This is an optimization exercise on Yosys and OpenROAD, whose aim is small area and a short achievable clock period, not a production implementation.
The RTL was checked by simulation tests, not by an equivalence proof against the original design.

== the reference run ==
## Systolic_Array
module Systolic_Array(IP_Left0, IP_Left4, IP_Left8, IP_Left12,
    IP_Up0, IP_Up1, IP_Up2, IP_Up3, Result0,
    Result1, Result2, Result3, Result4, Result5, Result6, Result7,
    Result8, Result9, Result10, Result11, Result12, Result13, Result14, Result15,
    Clk, Reset, Done);
  input [31:0] IP_Left0, IP_Left4, IP_Left8, IP_Left12, IP_Up0, IP_Up1, IP_Up2, IP_Up3;
  output reg Done;
  output [63:0] Result0, Result1, Result2, Result3, Result4, Result5, Result6, Result7, Result8, Result9, Result10, Result11, Result12, Result13, Result14, Result15;
  input Clk, Reset;
  reg [3:0] Count;
  wire [31:0] dn00, rt00;
  wire [31:0] dn01, rt01;
  wire [31:0] dn02, rt02;
  wire [31:0] dn03, rt03;
  wire [31:0] dn10, rt10;
  wire [31:0] dn11, rt11;
  wire [31:0] dn12, rt12;
  wire [31:0] dn13, rt13;
  wire [31:0] dn20, rt20;
  wire [31:0] dn21, rt21;
  wire [31:0] dn22, rt22;
  wire [31:0] dn23, rt23;
  wire [31:0] dn30, rt30;
  wire [31:0] dn31, rt31;
  wire [31:0] dn32, rt32;
  wire [31:0] dn33, rt33;
  PE_cs_11 P0 (.Clk(Clk), .Reset(Reset), .up(IP_Up0), .left(IP_Left0), .down_o(dn00), .right_o(rt00), .result(Result0));
  PE_cs_10 P1 (.Clk(Clk), .Reset(Reset), .up(IP_Up1), .left(rt00), .down_o(dn01), .right_o(rt01), .result(Result1));
  PE_cs_10 P2 (.Clk(Clk), .Reset(Reset), .up(IP_Up2), .left(rt01), .down_o(dn02), .right_o(rt02), .result(Result2));
  PE_cs_10 P3 (.Clk(Clk), .Reset(Reset), .up(IP_Up3), .left(rt02), .down_o(dn03), .right_o(rt03), .result(Result3));
  ...
Settings: LEC_CHECK=0, CAP_MARGIN=20, CORE_MARGIN=2, CORE_UTILIZATION=60, SLEW_MARGIN=20, SYNTH_HIERARCHICAL=1; clock period 14.0 ns.
run.sh (not shown) runs the stock make flow with config.mk's settings and CLKGATE_MAP_FILE= SYNTH_SCRIPT=/design/flow/synth_recipe.tcl, a recipe that flattens the netlist after the stock synthesis.
The reference run ended with every stage complete and zero timing, DRC or antenna violations.
Here is what was changed in the inputs of the trial run compared with the reference run.
--- a/flow/config.mk
+++ b/flow/config.mk
@@ -10 +10 @@
-export CORE_UTILIZATION = 60
+export CORE_UTILIZATION = 40
==> comparison <==
Against the reference run, first-pass GRT wire length in the trial run came out worse.
The run showing the greater data arrival at the endpoint of the critical path is the trial run.
Comparing initial detailed-routing violation count for the reference run and the trial run, the bigger number came from the reference run.
[the trial run] share of the core filled with cells fell 22 points relative to the reference run
Diff the reference run -> the trial run: via count now sits lower, final period utilization now sits higher, synthesis-to-layout area growth now sits higher, highest clock rate now sits lower.

========
Systolic_Array, a different RTL version from the one above (not shown whole).
Size in the first run: roughly 42000 cells after synthesis.
clock: 14.0 ns
lec_check: 0
cap_margin: 20
core_margin: 2
core_utilization: 40
slew_margin: 20
synth_hierarchical: 1
Change:
==> flow/flow/run.sh (new file) <==
#!/bin/bash
# Standard layout, with the port buffers that buffer_ports inserts made
# sky130_fd_sc_hd__buf_4 instead of its default choice.
set -o pipefail
export BUFFER_PORTS_ARGS="-buffer_cell sky130_fd_sc_hd__buf_4"
bash standard.sh 2>&1 | tee standard.log
==> flow/standard.sh (new file) <==
#!/bin/bash
# synth_recipe.tcl (not shown) runs the flow's synth.tcl, then flattens the netlist and writes it again
# the make line also repeats each setting of config.mk as NAME=value (left out here)
make -C /OpenROAD-flow-scripts/flow DESIGN_CONFIG=/design/flow/config.mk WORK_HOME=/design/flow/orfs CLKGATE_MAP_FILE= SYNTH_SCRIPT=/design/flow/synth_recipe.tcl "${@:-finish}"
removed: flow/run.sh
After rerunning:
- The changed run ran to the end with no violations
- design area shrinks by 0.68%
- via count stays flat
- setup slack is better by 0.78 ns
- routed wire length grows by 0.71%
- clock-buffer cell count grows by 9
- global-route usage grows by 0.23 points

========
Another version of the RTL of Systolic_Array (not shown whole).
For scale: about 41000 cells after synthesis, roughly 1300 I/O pins.
==> flow/design.v (excerpt) <==
module Systolic_Array(IP_Left0, IP_Left4, IP_Left8, IP_Left12,
    IP_Up0, IP_Up1, IP_Up2, IP_Up3, Result0,
    Result1, Result2, Result3, Result4, Result5, Result6, Result7,
    Result8, Result9, Result10, Result11, Result12, Result13, Result14, Result15,
    Clk, Reset, Done);
  input [31:0] IP_Left0, IP_Left4, IP_Left8, IP_Left12, IP_Up0, IP_Up1, IP_Up2, IP_Up3;
  output reg Done;
  output [63:0] Result0, Result1, Result2, Result3, Result4, Result5, Result6, Result7, Result8, Result9, Result10, Result11, Result12, Result13, Result14, Result15;
  input Clk, Reset;
  reg [3:0] Count;
  wire [31:0] dn00, rt00;
  wire [31:0] dn01, rt01;
  wire [31:0] dn02, rt02;
  wire [31:0] dn03, rt03;
  wire [31:0] dn10, rt10;
  wire [31:0] dn11, rt11;
  wire [31:0] dn12, rt12;
  wire [31:0] dn13, rt13;
  wire [31:0] dn20, rt20;
  wire [31:0] dn21, rt21;
  wire [31:0] dn22, rt22;
  wire [31:0] dn23, rt23;
  wire [31:0] dn30, rt30;
  wire [31:0] dn31, rt31;
  wire [31:0] dn32, rt32;
  wire [31:0] dn33, rt33;
  PE_cs_11 P0 (.Clk(Clk), .Reset(Reset), .up(IP_Up0), .left(IP_Left0), .down_o(dn00), .right_o(rt00), .result(Result0));
  PE_cs_10 P1 (.Clk(Clk), .Reset(Reset), .up(IP_Up1), .left(rt00), .down_o(dn01), .right_o(rt01), .result(Result1));
  PE_cs_10 P2 (.Clk(Clk), .Reset(Reset), .up(IP_Up2), .left(rt01), .down_o(dn02), .right_o(rt02), .result(Result2));
  PE_cs_10 P3 (.Clk(Clk), .Reset(Reset), .up(IP_Up3), .left(rt02), .down_o(dn03), .right_o(rt03), .result(Result3));
  PE_cs_01 P4 (.Clk(Clk), .Reset(Reset), .up(dn00), .left(IP_Left4), .down_o(dn10), .right_o(rt10), .result(Result4));
  PE_cs_00 P5 (.Clk(Clk), .Reset(Reset), .up(dn01), .left(rt10), .down_o(dn11), .right_o(rt11), .result(Result5));
  PE_cs_00 P6 (.Clk(Clk), .Reset(Reset), .up(dn02), .left(rt11), .down_o(dn12), .right_o(rt12), .result(Result6));
  ...
clock: 14.0 ns
lec_check: 0
cap_margin: 20
core_margin: 2
core_utilization: 40
slew_margin: 20
synth_hierarchical: 1
standard.sh (not shown) runs the stock make flow with config.mk's settings and CLKGATE_MAP_FILE= SYNTH_SCRIPT=/design/flow/synth_recipe.tcl, a recipe that flattens the netlist after the stock synthesis.
==> flow/flow/run.sh <==
#!/bin/bash
# Standard layout, with the port buffers that buffer_ports inserts made
# sky130_fd_sc_hd__buf_4 instead of its default choice.
set -o pipefail
export BUFFER_PORTS_ARGS="-buffer_cell sky130_fd_sc_hd__buf_4"
bash standard.sh 2>&1 | tee standard.log
The first run finished with timing, DRC and antenna clean.
Edit:
==> flow/flow/run.sh (replaced) <==
#!/bin/bash
# Standard layout (the standard.sh) with two changes to how it is made:
#  - buffer_ports inserts sky130_fd_sc_hd__buf_4 as the port buffers;
#  - timing repair aims for 8.0 ns of setup slack instead of 0, so that it
#    sizes and buffers the critical paths beyond the 14 ns constraint.
# The clock period and the SDC constraints are the design's, unchanged.
set -o pipefail
export BUFFER_PORTS_ARGS="-buffer_cell sky130_fd_sc_hd__buf_4"
export SETUP_SLACK_MARGIN=8.0
bash standard.sh 2>&1 | tee standard.log
Routed wire length rose slightly.
Die area does not change.

========
## rev 12
Systolic_Array, a different RTL version from the one above (not shown whole).
Size in the first run: ~40000 cells after synthesis.
Settings: LEC_CHECK=0, CAP_MARGIN=20, CORE_MARGIN=2, CORE_UTILIZATION=40, SLEW_MARGIN=20, SYNTH_HIERARCHICAL=1, TNS_END_PERCENT=10; clock period 14.0 ns.
==> flow/flow/run.sh <==
#!/bin/bash
# Standard layout (the standard.sh) with two changes to how it is made:
#  - buffer_ports inserts sky130_fd_sc_hd__buf_4 as the port buffers;
#  - timing repair aims for 8.0 ns of setup slack instead of 0, so that it
#    sizes and buffers the critical paths beyond the 14 ns constraint.
# The clock period and the SDC constraints are the design's, unchanged.
set -o pipefail
export BUFFER_PORTS_ARGS="-buffer_cell sky130_fd_sc_hd__buf_4"
export SETUP_SLACK_MARGIN=8.0
bash standard.sh 2>&1 | tee standard.log
Rev 12: done, clean on timing, DRC and antenna
> inputs changed (rev 12 -> rev 13)
Settings: CTS_CLUSTER_DIAMETER newly set to 100; CTS_CLUSTER_SIZE newly set to 25.
Findings:
In the reports for rev 13 and rev 12, the larger final worst-path setup slack belongs to rev 13. Diff rev 12 -> rev 13: source-to-sink clock delay at the later pin of the worst-skew pair up 40 ps. | initial antenna violation count | rev 13 vs rev 12 | 36 higher |. Compared to rev 12, rev 13 has relative slew slack 2.3 points lower. Worst setup path startpoint = P6.rs[3]: rev 13; worst setup path startpoint = P8.rc[17]: rev 12. Diff rev 12 -> rev 13 | final instance area | down slightly.

port drivers added, routing unchanged:
Ports are ideal in the flow. The routed layouts listed here were re-timed in OpenROAD. Step 1 sets driving cells, clkbuf_16 on the clock port and buf_2 on the other inputs (assumed; they add their load-dependent delay and slew). Step 2 also shifts input and output timing later by t, the mid clock arrival at the registers, as if the neighbouring blocks saw the same clock. Three values: ideal, step 1, step 2; two values: the first two.
| run | t, ns | setup slack, ns | clock arrival spread, ns |
|---|---|---|---|
| the reference run | 1.258 | 4.671 / 4.500 / 4.940 | 0.118 / 0.118 |
| the trial run | 1.294 | 4.460 / 4.273 / 5.046 | 0.169 / 0.169 |
| the first run of note 2 | 1.325 | 5.376 / 5.190 / 5.198 | 0.099 / 0.099 |
| the second run of note 2 | 1.308 | 6.155 / 5.977 / 5.352 | 0.137 / 0.137 |
| the first run of note 3 | 1.308 | 7.211 / 7.090 / 5.946 | 0.088 / 0.089 |
| the second run of note 3 | 1.290 | 7.785 / 7.619 / 6.477 | 0.136 / 0.137 |
| rev 12 | 1.303 | 7.615 / 7.469 / 6.433 | 0.111 / 0.111 |
| rev 13 | 1.341 | 7.665 / 7.502 / 6.401 | 0.130 / 0.130 |
After both steps setup and hold are still met in every run listed. For the second run of note 3, which loses most, drivers alone change the setup slack by -0.166 ns; drivers and shift together by -1.308 ns.
